Context: an optimization exercise on an open-source flow, tuned for small area, a short achievable clock period and few clock cycles per item. The choices shown serve that exercise and are no tape-out recipe.
Function was checked by simulation only, so behaviour that the tests miss may differ from the original.
Power figures rest on the tool's default switching activity, not on a simulated workload.

--- flow/run.sh ---
#!/bin/bash
# synth_recipe.tcl (not shown) runs the flow's synth.tcl, then flattens the netlist and writes it again
# the make line also repeats each setting of config.mk as NAME=value (left out here)
make -C /OpenROAD-flow-scripts/flow DESIGN_CONFIG=/design/flow/config.mk WORK_HOME=/design/flow/orfs CLKGATE_MAP_FILE= SYNTH_SCRIPT=/design/flow/synth_recipe.tcl finish
--- flow/config.mk ---
export PLATFORM = sky130hd
export DESIGN_NAME = mkmbox
export DESIGN_NICKNAME = mkmbox
export VERILOG_FILES = /design/flow/design.v
export SDC_FILE = /design/flow/constraint.sdc
export NUM_CORES = 4
export LEC_CHECK = 0
export CAP_MARGIN = 20
export CORE_MARGIN = 2
export CORE_UTILIZATION = 40
export SLEW_MARGIN = 20
--- flow/constraint.sdc ---
create_clock -name core_clock -period 11.0 [get_ports {CLK}]
set_input_delay 2.2000 -clock core_clock [delete_from_list [all_inputs] [get_ports {CLK}]]
set_output_delay 2.2000 -clock core_clock [all_outputs]
set_load 0.01 [all_outputs]
--- flow/design.v ---
module FIFO2(CLK,
             RST,
             D_IN,
             ENQ,
             FULL_N,
             D_OUT,
             DEQ,
             EMPTY_N,
             CLR);
   parameter width = 1;
   parameter guarded = 1'b1;
   input     CLK ;
   input     RST ;
   input [width - 1 : 0] D_IN;
   input                 ENQ;
   input                 DEQ;
   input                 CLR ;
   output                FULL_N;
   output                EMPTY_N;
   output [width - 1 : 0] D_OUT;
   reg                    full_reg;
   reg                    empty_reg;
   reg [width - 1 : 0]    data0_reg;
   reg [width - 1 : 0]    data1_reg;
   assign                 FULL_N = full_reg ;
   assign                 EMPTY_N = empty_reg ;
   assign                 D_OUT = data0_reg ;
   wire                   d0di = (ENQ && ! empty_reg ) || ( ENQ && DEQ && full_reg ) ;
   wire                   d0d1 = DEQ && ! full_reg ;
   wire                   d0h = ((! DEQ) && (! ENQ )) || (!DEQ && empty_reg ) || ( ! ENQ &&full_reg) ;
   wire                   d1di = ENQ & empty_reg ;
   always@(posedge CLK )
     begin
        if (RST == 1'b0)
          begin
             empty_reg <=  1'b0;
             full_reg  <=  1'b1;
          end  
        else
          begin
             if (CLR)
               begin
                  empty_reg <=  1'b0;
                  full_reg  <=  1'b1;
               end  
             else if ( ENQ && ! DEQ )  
               begin
                  empty_reg <=  1'b1;
                  full_reg <=  ! empty_reg ;
               end
             else if ( DEQ && ! ENQ )
               begin
                  full_reg  <=  1'b1;
                  empty_reg <=  ! full_reg;
               end  
          end  
     end  
   always@(posedge CLK )
     begin
          begin
             data0_reg  <= 
                           {width{d0di}} & D_IN | {width{d0d1}} & data1_reg | {width{d0h}} & data0_reg ;
             data1_reg <= 
                          d1di ? D_IN : data1_reg ;
          end  
     end  
endmodule
module FIFOL1(CLK,
              RST,
              D_IN,
              ENQ,
              FULL_N,
              D_OUT,
              DEQ,
              EMPTY_N,
              CLR);
   parameter             width = 1;
   input                 CLK;
   input                 RST;
   input [width - 1 : 0] D_IN;
   input                 ENQ;
   input                 DEQ;
   input                 CLR ;
   output                FULL_N;
   output                 EMPTY_N;
   output [width - 1 : 0] D_OUT;
   reg                    empty_reg ;
   reg [width - 1 : 0]    D_OUT;
   assign FULL_N = !empty_reg || DEQ;
   assign EMPTY_N = empty_reg ;
   always@(posedge CLK )
     begin
        if (RST == 1'b0)
           begin
             empty_reg <=  1'b0;
           end
        else
           begin
              if (CLR)
                begin
                   empty_reg <=  1'b0;
                end
              else if (ENQ)
                begin
                   empty_reg <=  1'b1;
                end
              else if (DEQ)
                begin
                   empty_reg <=  1'b0;
                end  
           end  
     end  
   always@(posedge CLK )
     begin
          begin
              if (ENQ)
                D_OUT     <=  D_IN;
           end  
     end  
endmodule
module signedmul( a, b, c);
  parameter AWIDTH = 1;  
  parameter BWIDTH = 1;  
  input [AWIDTH - 1: 0] a;
  input [BWIDTH - 1: 0] b;
  output [AWIDTH + BWIDTH -1 : 0] c;
  assign c = $signed(a) * $signed(b);
endmodule
module mkcombo_mul(CLK,
		   RST_N,
		   ma_inputs_in1,
		   ma_inputs_in2,
		   ma_inputs_funct3,
		   ma_inputs_wordop,
		   EN_ma_inputs,
		   RDY_ma_inputs,
		   mv_ready,
		   RDY_mv_ready,
		   mv_output_valid,
		   RDY_mv_output_valid,
		   EN_mv_output,
		   mv_output,
		   RDY_mv_output);
  input  CLK;
  input  RST_N;
  input  [63 : 0] ma_inputs_in1;
  input  [63 : 0] ma_inputs_in2;
  input  [2 : 0] ma_inputs_funct3;
  input  ma_inputs_wordop;
  input  EN_ma_inputs;
  output RDY_ma_inputs;
  output mv_ready;
  output RDY_mv_ready;
  output mv_output_valid;
  output RDY_mv_output_valid;
  input  EN_mv_output;
  output [63 : 0] mv_output;
  output RDY_mv_output;
  wire [63 : 0] mv_output;
  wire RDY_ma_inputs,
       RDY_mv_output,
       RDY_mv_output_valid,
       RDY_mv_ready,
       mv_output_valid,
       mv_ready;
  reg [2 : 0] rg_fn3_0;
  wire [2 : 0] rg_fn3_0_D_IN;
  wire rg_fn3_0_EN;
  reg [64 : 0] rg_op1_0;
  wire [64 : 0] rg_op1_0_D_IN;
  wire rg_op1_0_EN;
  reg [64 : 0] rg_op2_0;
  wire [64 : 0] rg_op2_0_D_IN;
  wire rg_op2_0_EN;
  reg [63 : 0] rg_output_0;
  wire [63 : 0] rg_output_0_D_IN;
  wire rg_output_0_EN;
  reg rg_wordop_0;
  wire rg_wordop_0_D_IN, rg_wordop_0_EN;
  wire rg_valid_in_0_CLR,
       rg_valid_in_0_DEQ,
       rg_valid_in_0_D_IN,
       rg_valid_in_0_D_OUT,
       rg_valid_in_0_EMPTY_N,
       rg_valid_in_0_ENQ,
       rg_valid_in_0_FULL_N;
  wire rg_valid_out_0_CLR,
       rg_valid_out_0_DEQ,
       rg_valid_out_0_D_IN,
       rg_valid_out_0_EMPTY_N,
       rg_valid_out_0_ENQ,
       rg_valid_out_0_FULL_N;
  wire [129 : 0] signed_mul_c;
  wire [64 : 0] signed_mul_a, signed_mul_b;
  wire CAN_FIRE_RL_rl_perform_mul_0,
       CAN_FIRE_ma_inputs,
       CAN_FIRE_mv_output,
       WILL_FIRE_RL_rl_perform_mul_0,
       WILL_FIRE_ma_inputs,
       WILL_FIRE_mv_output;
  wire [63 : 0] IF_rg_fn3_0_BITS_1_TO_0_EQ_0_0_THEN_signed_mul_ETC___d14,
		default_out__h1839;
  wire [31 : 0] IF_rg_fn3_0_BITS_1_TO_0_EQ_0_0_THEN_signed_mul_ETC__q1;
  wire sign1__h2040, sign2__h2041;
  assign RDY_ma_inputs = 1'd1 ;
  assign CAN_FIRE_ma_inputs = 1'd1 ;
  assign WILL_FIRE_ma_inputs = EN_ma_inputs ;
  assign mv_ready = rg_valid_in_0_FULL_N ;
  assign RDY_mv_ready = 1'd1 ;
  assign mv_output_valid = rg_valid_out_0_EMPTY_N ;
  assign RDY_mv_output_valid = 1'd1 ;
  assign mv_output = rg_output_0 ;
  assign RDY_mv_output = 1'd1 ;
  assign CAN_FIRE_mv_output = 1'd1 ;
  assign WILL_FIRE_mv_output = EN_mv_output ;
  FIFOL1 #(.width(32'd1)) rg_valid_in_0(.RST(RST_N),
					.CLK(CLK),
					.D_IN(rg_valid_in_0_D_IN),
					.ENQ(rg_valid_in_0_ENQ),
					.DEQ(rg_valid_in_0_DEQ),
					.CLR(rg_valid_in_0_CLR),
					.D_OUT(rg_valid_in_0_D_OUT),
					.FULL_N(rg_valid_in_0_FULL_N),
					.EMPTY_N(rg_valid_in_0_EMPTY_N));
  FIFOL1 #(.width(32'd1)) rg_valid_out_0(.RST(RST_N),
					 .CLK(CLK),
					 .D_IN(rg_valid_out_0_D_IN),
					 .ENQ(rg_valid_out_0_ENQ),
					 .DEQ(rg_valid_out_0_DEQ),
					 .CLR(rg_valid_out_0_CLR),
					 .D_OUT(),
					 .FULL_N(rg_valid_out_0_FULL_N),
					 .EMPTY_N(rg_valid_out_0_EMPTY_N));
  signedmul #(.AWIDTH(32'd65), .BWIDTH(32'd65)) signed_mul(.a(signed_mul_a),
							   .b(signed_mul_b),
							   .c(signed_mul_c));
  assign CAN_FIRE_RL_rl_perform_mul_0 =
	     rg_valid_in_0_EMPTY_N && rg_valid_out_0_FULL_N ;
  assign WILL_FIRE_RL_rl_perform_mul_0 = CAN_FIRE_RL_rl_perform_mul_0 ;
  assign rg_fn3_0_D_IN = ma_inputs_funct3 ;
  assign rg_fn3_0_EN = EN_ma_inputs ;
  assign rg_op1_0_D_IN = { sign1__h2040 & ma_inputs_in1[63], ma_inputs_in1 } ;
  assign rg_op1_0_EN = EN_ma_inputs ;
  assign rg_op2_0_D_IN = { sign2__h2041 & ma_inputs_in2[63], ma_inputs_in2 } ;
  assign rg_op2_0_EN = EN_ma_inputs ;
  assign rg_output_0_D_IN =
	     rg_wordop_0 ?
	       default_out__h1839 :
	       IF_rg_fn3_0_BITS_1_TO_0_EQ_0_0_THEN_signed_mul_ETC___d14 ;
  assign rg_output_0_EN = CAN_FIRE_RL_rl_perform_mul_0 ;
  assign rg_wordop_0_D_IN = ma_inputs_wordop ;
  assign rg_wordop_0_EN = EN_ma_inputs ;
  assign rg_valid_in_0_D_IN = 1'd1 ;
  assign rg_valid_in_0_ENQ = EN_ma_inputs ;
  assign rg_valid_in_0_DEQ = CAN_FIRE_RL_rl_perform_mul_0 ;
  assign rg_valid_in_0_CLR = 1'b0 ;
  assign rg_valid_out_0_D_IN = rg_valid_in_0_D_OUT ;
  assign rg_valid_out_0_ENQ = CAN_FIRE_RL_rl_perform_mul_0 ;
  assign rg_valid_out_0_DEQ = EN_mv_output ;
  assign rg_valid_out_0_CLR = 1'b0 ;
  assign signed_mul_a = rg_op1_0 ;
  assign signed_mul_b = rg_op2_0 ;
  assign IF_rg_fn3_0_BITS_1_TO_0_EQ_0_0_THEN_signed_mul_ETC___d14 =
	     (rg_fn3_0[1:0] == 2'd0) ?
	       signed_mul_c[63:0] :
	       signed_mul_c[127:64] ;
  assign IF_rg_fn3_0_BITS_1_TO_0_EQ_0_0_THEN_signed_mul_ETC__q1 =
	     IF_rg_fn3_0_BITS_1_TO_0_EQ_0_0_THEN_signed_mul_ETC___d14[31:0] ;
  assign default_out__h1839 =
	     { {32{IF_rg_fn3_0_BITS_1_TO_0_EQ_0_0_THEN_signed_mul_ETC__q1[31]}},
	       IF_rg_fn3_0_BITS_1_TO_0_EQ_0_0_THEN_signed_mul_ETC__q1 } ;
  assign sign1__h2040 = ma_inputs_funct3[1] ^ ma_inputs_funct3[0] ;
  assign sign2__h2041 = ma_inputs_funct3[1:0] == 2'd1 ;
  always@(posedge CLK)
  begin
    if (RST_N == 1'b0)
      begin
        rg_fn3_0 <=  3'd0;
	rg_op1_0 <=  65'd0;
	rg_op2_0 <=  65'd0;
	rg_output_0 <=  64'd0;
	rg_wordop_0 <=  1'd0;
      end
    else
      begin
        if (rg_fn3_0_EN) rg_fn3_0 <=  rg_fn3_0_D_IN;
	if (rg_op1_0_EN) rg_op1_0 <=  rg_op1_0_D_IN;
	if (rg_op2_0_EN) rg_op2_0 <=  rg_op2_0_D_IN;
	if (rg_output_0_EN)
	  rg_output_0 <=  rg_output_0_D_IN;
	if (rg_wordop_0_EN)
	  rg_wordop_0 <=  rg_wordop_0_D_IN;
      end
  end
endmodule   
module mkrestoring_div(CLK,
		       RST_N,
		       ma_inputs_in1,
		       ma_inputs_in2,
		       ma_inputs_funct3,
		       ma_inputs_wordop,
		       EN_ma_inputs,
		       RDY_ma_inputs,
		       mv_ready,
		       RDY_mv_ready,
		       mv_output_valid,
		       RDY_mv_output_valid,
		       EN_mv_output,
		       mv_output,
		       RDY_mv_output);
  parameter [63 : 0] hartid = 64'b0;
  input  CLK;
  input  RST_N;
  input  [63 : 0] ma_inputs_in1;
  input  [63 : 0] ma_inputs_in2;
  input  [2 : 0] ma_inputs_funct3;
  input  ma_inputs_wordop;
  input  EN_ma_inputs;
  output RDY_ma_inputs;
  output mv_ready;
  output RDY_mv_ready;
  output mv_output_valid;
  output RDY_mv_output_valid;
  input  EN_mv_output;
  output [63 : 0] mv_output;
  output RDY_mv_output;
  wire [63 : 0] mv_output;
  wire RDY_ma_inputs,
       RDY_mv_output,
       RDY_mv_output_valid,
       RDY_mv_ready,
       mv_output_valid,
       mv_ready;
  reg [128 : 0] partial;
  wire [128 : 0] partial_D_IN;
  wire partial_EN;
  reg quotient_remainder;
  wire quotient_remainder_D_IN, quotient_remainder_EN;
  reg rg_complement;
  wire rg_complement_D_IN, rg_complement_EN;
  reg [5 : 0] rg_count;
  wire [5 : 0] rg_count_D_IN;
  wire rg_count_EN;
  reg [63 : 0] rg_in1;
  wire [63 : 0] rg_in1_D_IN;
  wire rg_in1_EN;
  reg [63 : 0] rg_op2;
  wire [63 : 0] rg_op2_D_IN;
  wire rg_op2_EN;
  reg [63 : 0] rg_result;
  wire [63 : 0] rg_result_D_IN;
  wire rg_result_EN;
  reg rg_sign_op1;
  wire rg_sign_op1_D_IN, rg_sign_op1_EN;
  reg rg_upperbits;
  wire rg_upperbits_D_IN, rg_upperbits_EN;
  reg rg_valid;
  wire rg_valid_D_IN, rg_valid_EN;
  reg rg_wordop;
  wire rg_wordop_D_IN, rg_wordop_EN;
  wire CAN_FIRE_RL_single_step_div,
       CAN_FIRE_ma_inputs,
       CAN_FIRE_mv_output,
       WILL_FIRE_RL_single_step_div,
       WILL_FIRE_ma_inputs,
       WILL_FIRE_mv_output;
  wire [128 : 0] MUX_partial_write_1__VAL_1, MUX_partial_write_1__VAL_2;
  wire [5 : 0] MUX_rg_count_write_1__VAL_1;
  wire MUX_rg_valid_write_1__SEL_1;
  wire [64 : 0] IF_partial_BITS_126_TO_63_ULT_rg_op2_0_THEN_pa_ETC___d16,
		SEXT_INV_rg_op2_2_PLUS_1_3___d14,
		remainder__h509,
		sub__h511,
		sub__h522,
		upper__h436;
  wire [63 : 0] IF_ma_inputs_wordop_THEN_IF_ma_inputs_funct3_B_ETC___d71,
		IF_ma_inputs_wordop_THEN_IF_ma_inputs_funct3_B_ETC___d83,
		IF_quotient_remainder_6_THEN_rg_in1_7_ELSE_184_ETC___d38,
		IF_rg_upperbits_2_AND_rg_complement_3_4_AND_NO_ETC___d58,
		_theResult___fst__h1263,
		_theResult___snd__h1264,
		lower__h437,
		op1__h1122,
		product__h846,
		product__h921,
		reslt___1__h1031,
		reslt__h919,
		t1__h1167,
		t2__h1168,
		x__h560;
  wire [31 : 0] IF_quotient_remainder_6_THEN_rg_in1_7_ELSE_184_ETC__q4,
		IF_rg_upperbits_2_AND_rg_complement_3_4_AND_NO_ETC__q3,
		ma_inputs_in1_BITS_31_TO_0__q1,
		ma_inputs_in2_BITS_31_TO_0__q2;
  wire [5 : 0] x__h719;
  wire IF_partial_BITS_126_TO_63_ULT_rg_op2_0_THEN_pa_ETC___d20,
       IF_quotient_remainder_6_THEN_partial_BITS_127__ETC___d50,
       partial_BITS_126_TO_63_ULT_rg_op2___d10,
       x__h1345,
       x__h1381;
  assign RDY_ma_inputs = 1'd1 ;
  assign CAN_FIRE_ma_inputs = 1'd1 ;
  assign WILL_FIRE_ma_inputs = EN_ma_inputs ;
  assign mv_ready = rg_count == 6'd0 && !rg_valid ;
  assign RDY_mv_ready = 1'd1 ;
  assign mv_output_valid = rg_valid ;
  assign RDY_mv_output_valid = 1'd1 ;
  assign mv_output = rg_result ;
  assign RDY_mv_output = 1'd1 ;
  assign CAN_FIRE_mv_output = 1'd1 ;
  assign WILL_FIRE_mv_output = EN_mv_output ;
  assign CAN_FIRE_RL_single_step_div = rg_count != 6'd0 && !rg_valid ;
  assign WILL_FIRE_RL_single_step_div = CAN_FIRE_RL_single_step_div ;
  assign MUX_rg_valid_write_1__SEL_1 =
	     WILL_FIRE_RL_single_step_div &&
	     (rg_op2 == 64'd0 || rg_count == 6'd33) ;
  assign MUX_partial_write_1__VAL_1 = { upper__h436, lower__h437 } ;
  assign MUX_partial_write_1__VAL_2 = { 65'd0, op1__h1122 } ;
  assign MUX_rg_count_write_1__VAL_1 =
	     (rg_op2 == 64'd0 || rg_count == 6'd33) ? 6'd0 : x__h719 ;
  assign partial_D_IN =
	     WILL_FIRE_RL_single_step_div ?
	       MUX_partial_write_1__VAL_1 :
	       MUX_partial_write_1__VAL_2 ;
  assign partial_EN = WILL_FIRE_RL_single_step_div || EN_ma_inputs ;
  assign quotient_remainder_D_IN = ma_inputs_funct3[1] ;
  assign quotient_remainder_EN = EN_ma_inputs ;
  assign rg_complement_D_IN =
	     (ma_inputs_funct3 == 3'd4) ?
	       IF_ma_inputs_wordop_THEN_IF_ma_inputs_funct3_B_ETC___d71[63] ^
	       IF_ma_inputs_wordop_THEN_IF_ma_inputs_funct3_B_ETC___d83[63] :
	       ma_inputs_funct3 == 3'd6 ;
  assign rg_complement_EN = EN_ma_inputs ;
  assign rg_count_D_IN =
	     WILL_FIRE_RL_single_step_div ?
	       MUX_rg_count_write_1__VAL_1 :
	       x__h719 ;
  assign rg_count_EN = EN_ma_inputs || WILL_FIRE_RL_single_step_div ;
  assign rg_in1_D_IN = ma_inputs_in1 ;
  assign rg_in1_EN = EN_ma_inputs ;
  assign rg_op2_D_IN =
	     (t2__h1168 ^
	      IF_ma_inputs_wordop_THEN_IF_ma_inputs_funct3_B_ETC___d83) +
	     { 63'd0, x__h1381 } ;
  assign rg_op2_EN = EN_ma_inputs ;
  assign rg_result_D_IN = (rg_op2 == 64'd0) ? product__h846 : product__h921 ;
  assign rg_result_EN = MUX_rg_valid_write_1__SEL_1 ;
  assign rg_sign_op1_D_IN =
	     IF_ma_inputs_wordop_THEN_IF_ma_inputs_funct3_B_ETC___d71[63] ;
  assign rg_sign_op1_EN = EN_ma_inputs ;
  assign rg_upperbits_D_IN = ma_inputs_funct3[1] ;
  assign rg_upperbits_EN = EN_ma_inputs ;
  assign rg_valid_D_IN = MUX_rg_valid_write_1__SEL_1 ;
  assign rg_valid_EN =
	     WILL_FIRE_RL_single_step_div &&
	     (rg_op2 == 64'd0 || rg_count == 6'd33) ||
	     EN_mv_output ;
  assign rg_wordop_D_IN = ma_inputs_wordop ;
  assign rg_wordop_EN = EN_ma_inputs ;
  assign IF_ma_inputs_wordop_THEN_IF_ma_inputs_funct3_B_ETC___d71 =
	     ma_inputs_wordop ? _theResult___fst__h1263 : ma_inputs_in1 ;
  assign IF_ma_inputs_wordop_THEN_IF_ma_inputs_funct3_B_ETC___d83 =
	     ma_inputs_wordop ? _theResult___snd__h1264 : ma_inputs_in2 ;
  assign IF_partial_BITS_126_TO_63_ULT_rg_op2_0_THEN_pa_ETC___d16 =
	     partial_BITS_126_TO_63_ULT_rg_op2___d10 ?
	       partial[127:63] :
	       sub__h522 ;
  assign IF_partial_BITS_126_TO_63_ULT_rg_op2_0_THEN_pa_ETC___d20 =
	     { IF_partial_BITS_126_TO_63_ULT_rg_op2_0_THEN_pa_ETC___d16[62:0],
	       partial[62] } <
	     rg_op2 ;
  assign IF_quotient_remainder_6_THEN_partial_BITS_127__ETC___d50 =
	     reslt__h919[63] == rg_sign_op1 ;
  assign IF_quotient_remainder_6_THEN_rg_in1_7_ELSE_184_ETC___d38 =
	     quotient_remainder ? rg_in1 : 64'hFFFFFFFFFFFFFFFF ;
  assign IF_quotient_remainder_6_THEN_rg_in1_7_ELSE_184_ETC__q4 =
	     IF_quotient_remainder_6_THEN_rg_in1_7_ELSE_184_ETC___d38[31:0] ;
  assign IF_rg_upperbits_2_AND_rg_complement_3_4_AND_NO_ETC___d58 =
	     (rg_upperbits && rg_complement &&
	      !IF_quotient_remainder_6_THEN_partial_BITS_127__ETC___d50 ||
	      rg_complement && !rg_upperbits) ?
	       reslt___1__h1031 :
	       reslt__h919 ;
  assign IF_rg_upperbits_2_AND_rg_complement_3_4_AND_NO_ETC__q3 =
	     IF_rg_upperbits_2_AND_rg_complement_3_4_AND_NO_ETC___d58[31:0] ;
  assign SEXT_INV_rg_op2_2_PLUS_1_3___d14 = { x__h560[63], x__h560 } ;
  assign _theResult___fst__h1263 =
	     ma_inputs_funct3[0] ?
	       { 32'd0, ma_inputs_in1[31:0] } :
	       { {32{ma_inputs_in1_BITS_31_TO_0__q1[31]}},
		 ma_inputs_in1_BITS_31_TO_0__q1 } ;
  assign _theResult___snd__h1264 =
	     ma_inputs_funct3[0] ?
	       { 32'd0, ma_inputs_in2[31:0] } :
	       { {32{ma_inputs_in2_BITS_31_TO_0__q2[31]}},
		 ma_inputs_in2_BITS_31_TO_0__q2 } ;
  assign lower__h437 =
	     { partial[61:0],
	       !partial_BITS_126_TO_63_ULT_rg_op2___d10,
	       !IF_partial_BITS_126_TO_63_ULT_rg_op2_0_THEN_pa_ETC___d20 } ;
  assign ma_inputs_in1_BITS_31_TO_0__q1 = ma_inputs_in1[31:0] ;
  assign ma_inputs_in2_BITS_31_TO_0__q2 = ma_inputs_in2[31:0] ;
  assign op1__h1122 =
	     (t1__h1167 ^
	      IF_ma_inputs_wordop_THEN_IF_ma_inputs_funct3_B_ETC___d71) +
	     { 63'd0, x__h1345 } ;
  assign partial_BITS_126_TO_63_ULT_rg_op2___d10 = partial[126:63] < rg_op2 ;
  assign product__h846 =
	     rg_wordop ?
	       { {32{IF_quotient_remainder_6_THEN_rg_in1_7_ELSE_184_ETC__q4[31]}},
		 IF_quotient_remainder_6_THEN_rg_in1_7_ELSE_184_ETC__q4 } :
	       IF_quotient_remainder_6_THEN_rg_in1_7_ELSE_184_ETC___d38 ;
  assign product__h921 =
	     rg_wordop ?
	       { {32{IF_rg_upperbits_2_AND_rg_complement_3_4_AND_NO_ETC__q3[31]}},
		 IF_rg_upperbits_2_AND_rg_complement_3_4_AND_NO_ETC__q3 } :
	       IF_rg_upperbits_2_AND_rg_complement_3_4_AND_NO_ETC___d58 ;
  assign remainder__h509 =
	     { IF_partial_BITS_126_TO_63_ULT_rg_op2_0_THEN_pa_ETC___d16[63:0],
	       partial[62] } ;
  assign reslt___1__h1031 = ~reslt__h919 + 64'd1 ;
  assign reslt__h919 = quotient_remainder ? partial[127:64] : partial[63:0] ;
  assign sub__h511 = remainder__h509 + SEXT_INV_rg_op2_2_PLUS_1_3___d14 ;
  assign sub__h522 = partial[127:63] + SEXT_INV_rg_op2_2_PLUS_1_3___d14 ;
  assign t1__h1167 = {64{x__h1345}} ;
  assign t2__h1168 = {64{x__h1381}} ;
  assign upper__h436 =
	     IF_partial_BITS_126_TO_63_ULT_rg_op2_0_THEN_pa_ETC___d20 ?
	       remainder__h509 :
	       sub__h511 ;
  assign x__h1345 =
	     ma_inputs_funct3[2] && !ma_inputs_funct3[0] &&
	     IF_ma_inputs_wordop_THEN_IF_ma_inputs_funct3_B_ETC___d71[63] ;
  assign x__h1381 =
	     ma_inputs_funct3[2] && !ma_inputs_funct3[0] &&
	     IF_ma_inputs_wordop_THEN_IF_ma_inputs_funct3_B_ETC___d83[63] ;
  assign x__h560 = ~rg_op2 + 64'd1 ;
  assign x__h719 = rg_count + 6'd1 ;
  always@(posedge CLK)
  begin
    if (RST_N == 1'b0)
      begin
        partial <=  129'd0;
	quotient_remainder <=  1'd0;
	rg_complement <=  1'd0;
	rg_count <=  6'd0;
	rg_in1 <=  64'd0;
	rg_op2 <=  64'd0;
	rg_result <=  64'd0;
	rg_sign_op1 <=  1'd0;
	rg_upperbits <=  1'd0;
	rg_valid <=  1'd0;
	rg_wordop <=  1'd0;
      end
    else
      begin
        if (partial_EN) partial <=  partial_D_IN;
	if (quotient_remainder_EN)
	  quotient_remainder <=  quotient_remainder_D_IN;
	if (rg_complement_EN)
	  rg_complement <=  rg_complement_D_IN;
	if (rg_count_EN) rg_count <=  rg_count_D_IN;
	if (rg_in1_EN) rg_in1 <=  rg_in1_D_IN;
	if (rg_op2_EN) rg_op2 <=  rg_op2_D_IN;
	if (rg_result_EN) rg_result <=  rg_result_D_IN;
	if (rg_sign_op1_EN)
	  rg_sign_op1 <=  rg_sign_op1_D_IN;
	if (rg_upperbits_EN)
	  rg_upperbits <=  rg_upperbits_D_IN;
	if (rg_valid_EN) rg_valid <=  rg_valid_D_IN;
	if (rg_wordop_EN) rg_wordop <=  rg_wordop_D_IN;
      end
  end
endmodule   
module mkmbox(CLK,
	      RST_N,
	      ma_inputs_inputs,
	      EN_ma_inputs,
	      RDY_ma_inputs,
	      mv_ready,
	      RDY_mv_ready,
	      tx_output_notFull_b,
	      tx_output_enq_rdy_b,
	      tx_output_enq_ena,
	      tx_output_enq_data);
  parameter [63 : 0] hartid = 64'b0;
  input  CLK;
  input  RST_N;
  input  [131 : 0] ma_inputs_inputs;
  input  EN_ma_inputs;
  output RDY_ma_inputs;
  output [1 : 0] mv_ready;
  output RDY_mv_ready;
  input  tx_output_notFull_b;
  input  tx_output_enq_rdy_b;
  output tx_output_enq_ena;
  output [63 : 0] tx_output_enq_data;
  wire [63 : 0] tx_output_enq_data;
  wire [1 : 0] mv_ready;
  wire RDY_ma_inputs, RDY_mv_ready, tx_output_enq_ena;
  wire tx_mbox_out_w_ena_whas;
  wire [63 : 0] div__ma_inputs_in1, div__ma_inputs_in2, div__mv_output;
  wire [2 : 0] div__ma_inputs_funct3;
  wire div__EN_ma_inputs,
       div__EN_mv_output,
       div__ma_inputs_wordop,
       div__mv_output_valid,
       div__mv_ready;
  wire ff_ordering_CLR,
       ff_ordering_DEQ,
       ff_ordering_D_IN,
       ff_ordering_D_OUT,
       ff_ordering_EMPTY_N,
       ff_ordering_ENQ,
       ff_ordering_FULL_N;
  wire [63 : 0] mul__ma_inputs_in1, mul__ma_inputs_in2, mul__mv_output;
  wire [2 : 0] mul__ma_inputs_funct3;
  wire mul__EN_ma_inputs,
       mul__EN_mv_output,
       mul__ma_inputs_wordop,
       mul__mv_output_valid,
       mul__mv_ready;
  wire CAN_FIRE_RL_rl_capture_output,
       CAN_FIRE_RL_rl_fifo_full,
       CAN_FIRE_ma_inputs,
       CAN_FIRE_tx_output_enq_rdy,
       CAN_FIRE_tx_output_notFull,
       WILL_FIRE_RL_rl_capture_output,
       WILL_FIRE_RL_rl_fifo_full,
       WILL_FIRE_ma_inputs,
       WILL_FIRE_tx_output_enq_rdy,
       WILL_FIRE_tx_output_notFull;
  assign RDY_ma_inputs = 1'd1 ;
  assign CAN_FIRE_ma_inputs = 1'd1 ;
  assign WILL_FIRE_ma_inputs = EN_ma_inputs ;
  assign mv_ready =
	     { mul__mv_ready && ff_ordering_FULL_N,
	       div__mv_ready && ff_ordering_FULL_N } ;
  assign RDY_mv_ready = 1'd1 ;
  assign CAN_FIRE_tx_output_notFull = 1'd1 ;
  assign WILL_FIRE_tx_output_notFull = 1'd1 ;
  assign CAN_FIRE_tx_output_enq_rdy = 1'd1 ;
  assign WILL_FIRE_tx_output_enq_rdy = 1'd1 ;
  assign tx_output_enq_ena = tx_mbox_out_w_ena_whas ;
  assign tx_output_enq_data =
	     ff_ordering_D_OUT ? mul__mv_output : div__mv_output ;
  mkrestoring_div #(.hartid(hartid)) div_(.CLK(CLK),
					  .RST_N(RST_N),
					  .ma_inputs_funct3(div__ma_inputs_funct3),
					  .ma_inputs_in1(div__ma_inputs_in1),
					  .ma_inputs_in2(div__ma_inputs_in2),
					  .ma_inputs_wordop(div__ma_inputs_wordop),
					  .EN_ma_inputs(div__EN_ma_inputs),
					  .EN_mv_output(div__EN_mv_output),
					  .RDY_ma_inputs(),
					  .mv_ready(div__mv_ready),
					  .RDY_mv_ready(),
					  .mv_output_valid(div__mv_output_valid),
					  .RDY_mv_output_valid(),
					  .mv_output(div__mv_output),
					  .RDY_mv_output());
  FIFO2 #(.width(32'd1), .guarded(1'd0)) ff_ordering(.RST(RST_N),
						     .CLK(CLK),
						     .D_IN(ff_ordering_D_IN),
						     .ENQ(ff_ordering_ENQ),
						     .DEQ(ff_ordering_DEQ),
						     .CLR(ff_ordering_CLR),
						     .D_OUT(ff_ordering_D_OUT),
						     .FULL_N(ff_ordering_FULL_N),
						     .EMPTY_N(ff_ordering_EMPTY_N));
  mkcombo_mul mul_(.CLK(CLK),
		   .RST_N(RST_N),
		   .ma_inputs_funct3(mul__ma_inputs_funct3),
		   .ma_inputs_in1(mul__ma_inputs_in1),
		   .ma_inputs_in2(mul__ma_inputs_in2),
		   .ma_inputs_wordop(mul__ma_inputs_wordop),
		   .EN_ma_inputs(mul__EN_ma_inputs),
		   .EN_mv_output(mul__EN_mv_output),
		   .RDY_ma_inputs(),
		   .mv_ready(mul__mv_ready),
		   .RDY_mv_ready(),
		   .mv_output_valid(mul__mv_output_valid),
		   .RDY_mv_output_valid(),
		   .mv_output(mul__mv_output),
		   .RDY_mv_output());
  assign CAN_FIRE_RL_rl_fifo_full = !tx_output_notFull_b ;
  assign WILL_FIRE_RL_rl_fifo_full = CAN_FIRE_RL_rl_fifo_full ;
  assign CAN_FIRE_RL_rl_capture_output =
	     tx_output_enq_rdy_b && ff_ordering_EMPTY_N ;
  assign WILL_FIRE_RL_rl_capture_output = CAN_FIRE_RL_rl_capture_output ;
  assign tx_mbox_out_w_ena_whas =
	     WILL_FIRE_RL_rl_capture_output &&
	     (ff_ordering_D_OUT && mul__mv_output_valid ||
	      !ff_ordering_D_OUT && div__mv_output_valid) ;
  assign div__ma_inputs_funct3 = ma_inputs_inputs[2:0] ;
  assign div__ma_inputs_in1 = ma_inputs_inputs[130:67] ;
  assign div__ma_inputs_in2 = ma_inputs_inputs[66:3] ;
  assign div__ma_inputs_wordop = ma_inputs_inputs[131] ;
  assign div__EN_ma_inputs = EN_ma_inputs && ma_inputs_inputs[2] ;
  assign div__EN_mv_output =
	     WILL_FIRE_RL_rl_capture_output && !ff_ordering_D_OUT &&
	     div__mv_output_valid ;
  assign ff_ordering_D_IN = !ma_inputs_inputs[2] ;
  assign ff_ordering_ENQ = EN_ma_inputs ;
  assign ff_ordering_DEQ = tx_mbox_out_w_ena_whas ;
  assign ff_ordering_CLR = 1'b0 ;
  assign mul__ma_inputs_funct3 = ma_inputs_inputs[2:0] ;
  assign mul__ma_inputs_in1 = ma_inputs_inputs[130:67] ;
  assign mul__ma_inputs_in2 = ma_inputs_inputs[66:3] ;
  assign mul__ma_inputs_wordop = ma_inputs_inputs[131] ;
  assign mul__EN_ma_inputs = EN_ma_inputs && !ma_inputs_inputs[2] ;
  assign mul__EN_mv_output =
	     WILL_FIRE_RL_rl_capture_output && ff_ordering_D_OUT &&
	     mul__mv_output_valid ;
endmodule   
==> out/metrics.yaml <==
cts.path.max_buffers: 3
ios: 206
die_h_um: 679
antenna_found_initial: 56
gp_congestion: 1.01
synth_area_leaders: "fa_1 49%, inv_1 8.7%, and2_1 7.3%"
crit_type: "reg2reg"
synth_edf_count: 1
clock-sinks: 534
path_max_fanout: 23
grt_pass1_wl_um: 982000
multiInputGateArea_sq_um: 151000
area.sequential_sq_um: 10900
drv_cap: 0
ys_seq_area_share_pct: 5.87
setup_violations: 0
grt_max_degree: 134
drc: 0
period_minus_slack_ns: 10.63
skew_ns: 0.0610
yosysTopAreaCell: "fa_1"
min_period_over_period_pct: 96.6
cts_tree: "built"
htree_levels: 3
hold_violations: 0
io_buffers: 202
num_rows: 247
grt_use_total_pct: 28.5
status: "finished clean"
cts.clk_slew.worst_paths_ns: 0.08
p_leak_nw: 95.8
cp.required_ns: 11.64
drt-total-wl_um: 647000
reg_top3: "div_.partial (128), mul_.rg_op1_0 (65), mul_.rg_op2_0 (65)"
cp-start-kind: "register"
syn_avg_cell_area_sq_um: 8.77
syn-cell-area_sq_um: 182000
drive_gt1_share_pct: 5.39
synth-seq-cells: 534
fmax_mhz: 94.1
maxSlewViolCount: 0
largest_reg_flops: 128
grt_pass1_vias: 151000
ir_drop_mv: 0.179
slowest_stage: "fa_1"
dpl.hpwl_um: 547000
endpoint_kind: "register"
drtPass1Iterations: 7
worst_pin_slew_ns: 1.19
drt_iter0_markers: 11300
synthCells: 20800
vias: 142000
crit_arrival_ns: 11.26
yosys_warnings: 4
initial_utilization_pct: 40.2
top_register: "div_.partial"
core_area_sq_um: 453000
cts-root-buf: "clkbuf_16"
finalNetCount: 25700
grt_overflow_total: 0
syn_to_final_growth_pct: 7.41
die_x_um: 679
cp_top_family: "adder cells"
p_total_mw: 19.8
yosys.cell_types.count: 103
crit_buf_inv: 10
dominantRegCellSynth: "dfxtp_1"
synth_top_cell_area_share_pct: 49.1
dieArea_sq_um: 461000
ctsHoldBuffers: 0
viasPerCell: 5.36
post-route-util_pct: 43.2
hold_class: "reg2reg"
slew_headroom_pct: 20.1
crit_path_max_incr_delay_ns: 0.60
powerDensity_nw_per_um2: 101
nFillCells: 44800
ant_nets: 0
holdWs_ns: 0.448
clkLatencyLatePin_ns: 0.72
path_common_cell: "fa_1"
avgRoutedWirePerCell_um: 24.5
ys_async_sr_fraction_pct: 0
cts_made_buffers: 69
## path summary, 6_finish.rpt
path	depth (start not counted)	to	from	slack, ns
hold / removal	2	div_.rg_result[45]$_SDFFE_PN0P_	div_.rg_result[45]$_SDFFE_PN0P_	0.45
setup reg to reg	32	mul_.rg_output_0[63]$_SDFFE_PN0P_	mul_.rg_op1_0[64]$_SDFFE_PN0P_	0.37
hold reg to reg	2	div_.rg_result[45]$_SDFFE_PN0P_	div_.rg_result[45]$_SDFFE_PN0P_	0.45
setup / recovery	32	mul_.rg_output_0[63]$_SDFFE_PN0P_	mul_.rg_op1_0[64]$_SDFFE_PN0P_	0.37
## stage by stage
step | setup slack, ns | cells | setup TNS [ns] | area, sq um
floorplan | 0.137 | 20800 | 0 | 182000
global placement | 0.150 | 26300 | 0 | 193000
CTS | 0.122 | 26400 | 0 | 196000
finish | 0.375 | 26500 | 0 | 196000
global route | -0.0580 | 26400 | -0.0580 | 196000
detailed placement | 0.200 | 26300 | 0 | 193000
## cells by family after synthesis
kind of cell,Yosys count,share of synthesized area (%)
buffers and inverters,5555,11.5
and+or+nand+nor,6593,17.6
other,1,0.00206
muxes,159,0.935
adders and majority gates,5182,54.0
DFF,534,5.87
xor gates and xnor gates,559,2.69
AOI/OAI and AO/OA,2216,7.50
## Yosys cell counts, types with 25 or more instances
library cell	count
mux2i_1	72
xor2_1	147
a21o_1	206
o22ai_1	25
o211ai_1	45
or3_1	50
a31oi_1	41
ha_1	712
nand4_1	119
and2_1	2133
o21a_1	39
nor3_1	146
o31ai_1	35
fa_1	4470
nand3_1	122
a21oi_1	931
nor2_1	591
and3_1	45
buf_2	29
mux2_2	85
inv_1	4208
o221ai_1	37
o21bai_1	61
nand2_1	3073
dfxtp_1	533
xnor2_1	411
clkbuf_1	1240
buf_1	65
o21ai_0	396
a311oi_1	39
a222oi_1	36
nor2b_1	97
nand2b_1	56
a211oi_1	105
nor4_1	38
## cell usage in the layout (no fill, tap or decap), types with 61 or more instances in the layout
master	synthesis	routed
a211oi_1	105	104
a21o_1	206	206
a21oi_1	931	929
and2_1	2133	2131
buf_12	0	96
buf_4	5	579
clkbuf_16	0	70
clkdlybuf4s50_1	0	200
dfxtp_1	533	401
dfxtp_2	0	116
fa_1	4470	4468
ha_1	712	712
inv_1	4208	4206
mux2_2	85	85
mux2i_1	72	72
nand2_1	3073	3068
nand3_1	122	122
nand4_1	119	119
nor2_1	591	583
nor2b_1	97	95
nor3_1	146	144
o21ai_0	396	395
o21bai_1	61	61
xnor2_1	411	411
xor2_1	147	147
## tightest hold or removal path, stage by stage (launching register included)
cell and delay, ns:
dfxtp_1 0.31, nand2_1 0.05, a21oi_1 0.05
## power by group
group          switching (mW)  internal, mW
combinational            9.06          5.50
sequential              0.500          2.13
clock                    1.12          1.47
total                    10.7          9.11
## area by class of cell
class / count / area share, %
flip-flops and latches: 534 / 5.57
diodes: 30 / 0.0383
inverters: 4210 / 8.07
multi-input cells: 14700 / 77.0
well taps: 5976 / 3.82
clock inverters: 35 / 0.280
repair buffers: 875 / 4.22
clock buffers: 88 / 0.980
## routing by layer
metal  GRT usage, %  up-vias  part of all wire, %
met5              0        -                0.016
met3           5.04     1078                  7.9
li1               -    61200                    -
met4           12.5       18                  5.4
met2           46.4     5159                   46
met1           37.2    74300                   40
## what timing repair did
action,CTS,global route
setup buffers,0,4
setup endpoints to repair,0,17
gates resized for setup,0,14
Testbench counts, summed over its fixed seeds: cycles 27,755, items 1,600.

separate check: timing with driven ports:
The flow's constraints put no driver on any port. The routed layout listed below was extracted and timed again, unchanged, in two steps.
Step 1: set_driving_cell puts a clkbuf_16 on CLK and a buf_2 on each other input, an assumption about the parent block.
Step 2 times the ports against the registers' clock, not the clock port: input delays grow and output delays shrink by t, the midpoint of the rising clock arrivals with the driver on.
a / b / c = ideal / step 1 / step 2; a / b = the first two.
shift t [ns]: 0.785
setup slack, ns: 0.375 / 0.375 / 0.375
latest minus earliest clock arrival (ns): 0.065 / 0.066
worst slew at a driven data input, ns: 0.25
After both steps this run still meets setup and hold. The setup slack of this run moves by 0.000 ns with the drivers and by 0.000 ns with both steps.
